From an optimization exercise on the open Yosys and OpenROAD flow, aimed at small area; shortcuts taken in it are not production practice. Power figures rest on the tool's default switching activity, not on a simulated workload.

==> trial 28 <==
## freq_shift
module freq_shift
  (input                clk,
   input                rst,
   input                m_axis_tvalid,
   input [11:0]         freq_step,
   input                freq_step_valid,
   input                neg_shift,
   input signed [11:0]  xi,
   input signed [11:0]  xq,
   output               s_axis_tready,
   input                m_axis_tready,
   output signed [11:0] i,
   output signed [11:0] q,
   output               s_axis_tvalid);
Settings: LEC_CHECK=0, ABC_AREA=1, CAP_MARGIN=20, CORE_MARGIN=2, CORE_UTILIZATION=60, CTS_BUF_LIST=sky130_fd_sc_hd__clkbuf_16, CTS_CLUSTER_DIAMETER=100, CTS_CLUSTER_SIZE=30, SLEW_MARGIN=20; clock period 6.0 ns.
standard.sh (not shown) runs the stock make flow with config.mk's settings and CLKGATE_MAP_FILE= SYNTH_SCRIPT=/design/flow/synth_recipe.tcl, a recipe that flattens the netlist after the stock synthesis.
==> flow/flow/run.sh <==
#!/bin/bash
# Own layout flow: the standard layout (standard.sh), with two changes to
# synthesis.  The design is synthesised by the standard script with Yosys's
# early "abc -fast" pass skipped (synth -noabc), so that extract_fa finds the
# full adders of the RTL's adder trees as written, and ORFS's final ABC
# mapping uses the area-only script flow/area.abc.  The registers are then
# checked against the standard synthesis and given its instance names; if
# they differ in any way, the standard netlist is used unchanged.  Each
# tool's output goes to a log file in the work folder.
set -uo pipefail
W=$(pwd)
R=$W/orfs/results/$FLOW_PLATFORM/freq_shift/base
OWN=$W/orfs_own/results/$FLOW_PLATFORM/freq_shift/base

bash standard.sh synth > std_synth.log 2>&1 || { echo "standard synthesis failed"; exit 1; }
cp "$R/1_2_yosys.v" ref_1_2_yosys.v

# 2. the same synthesis scripts, without the early abc pass and with the
#    area-only ABC script
sed "s#^source \$::env(SCRIPTS_DIR)/synth_preamble.tcl#&\nset abc_args [lreplace \$abc_args 1 1 $W/flow/area.abc]#" \
    "$FLOW_HOME/scripts/synth.tcl" > own_synth_main.tcl
sed -e 's/yosys synth -nofsm -noshare /yosys synth -nofsm -noshare -noabc /' \
    -e "s#^source \$::env(SCRIPTS_DIR)/synth.tcl#source $W/own_synth_main.tcl#" \
    synth_recipe.tcl > own_synth.tcl
if grep -q -- '-noabc' own_synth.tcl && grep -q own_synth_main own_synth.tcl &&
   grep -q 'flow/area.abc' own_synth_main.tcl &&
   make -C "$FLOW_HOME" DESIGN_CONFIG="$W/config.mk" WORK_HOME="$W/orfs_own" CLKGATE_MAP_FILE= \
        SYNTH_SCRIPT="$W/own_synth.tcl" synth > own_synth.log 2>&1 &&
   python3 flow/match_regs.py ref_1_2_yosys.v "$OWN/1_2_yosys.v" own_1_2_yosys.v > match_regs.log 2>&1
then
  echo "using the own synthesis"
  cp own_1_2_yosys.v "$R/1_2_yosys.v"
  rm -f "$R/1_synth.odb" "$R/1_synth.sdc"
else
  echo "own synthesis not used; keeping the standard netlist"
fi

# 3. the rest of the standard layout
bash standard.sh > std_layout.log 2>&1 || { echo "layout failed"; exit 1; }
test -f out/final.def
Other scripts of this flow, unchanged in this note and not shown: flow/flow/area.abc, flow/flow/match_regs.py
==> inputs of trial 72, as changes to trial 28 <==
--- a/flow/config.mk
+++ b/flow/config.mk
@@ -6,10 +6,10 @@
 export NUM_CORES = 4
 export LEC_CHECK = 0
 export ABC_AREA = 1
-export CAP_MARGIN = 20
+export CAP_MARGIN = 0
 export CORE_MARGIN = 2
-export CORE_UTILIZATION = 60
+export CORE_UTILIZATION = 40
 export CTS_BUF_LIST = sky130_fd_sc_hd__clkbuf_16
 export CTS_CLUSTER_DIAMETER = 100
 export CTS_CLUSTER_SIZE = 30
-export SLEW_MARGIN = 20
+export SLEW_MARGIN = 0
==> comparison table <==
Run status: trial 72 timing/DRC/antenna clean; trial 28 timing/DRC/antenna clean
Via-per-instance ratio: trial 72 5.76; trial 28 6.37
Clock Buffer Count: trial 72 15; trial 28 13
Core area: trial 72 40,600 um^2; trial 28 26,900 um^2
Placed instance count: trial 72 2,332; trial 28 2,144
Pleak: trial 72 6.39 nW; trial 28 6.35 nW
Footprint of the flip-flops and latches: trial 72 6100 um^2; trial 28 6100 um^2
Fraction of layout cells with a size suffix above 1: trial 72 0.0455; trial 28 0.0483
Post-detailed-route wirelength per cell: trial 72 19.0 um; trial 28 20.2 um
Routing usage on met3: trial 72 0.0306; trial 28 0.0560
Fraction of area in multi-input gates: trial 72 0.517; trial 28 0.526
Number of gates resized after CTS: trial 72 3; trial 28 7
Comb group: trial 72 2.36 mW; trial 28 2.38 mW
Total number of vias: trial 72 13,600; trial 28 13,800
Global-route wire length before repair: trial 72 71,500 um; trial 28 70,400 um
Actual transition at the worst max-transition pin: trial 72 1.02 ns; trial 28 1.02 ns
Worst supply voltage drop on vdd: trial 72 0.224 mV; trial 28 0.187 mV
Horizontal die dimension: trial 72 206 um; trial 28 169 um
No functional check of the RTL was part of any run of this note.

## what the ideal ports hide
No port has a modelled driver above. Below, the same layouts with a new extraction and two added sets of constraints. Step 1, drivers: a clkbuf_16 drives clk and a buf_2 each remaining input, both assumed. Step 2 times the ports against the registers' clock, not the clock port: input delays grow and output delays shrink by t, the midpoint of the rising clock arrivals with the driver on. a / b / c = no drivers / after step 1 / after step 2; a / b = the first two.
run | t, ns | setup WS [ns] | hold WS [ns]
trial 28 | 0.538 | 0.250 / 0.250 / 0.250 | 0.427 / 0.427 / 0.427
trial 72 | 0.551 | 0.219 / 0.219 / 0.219 | 0.427 / 0.427 / 0.427
After both steps every run listed still meets setup and hold.
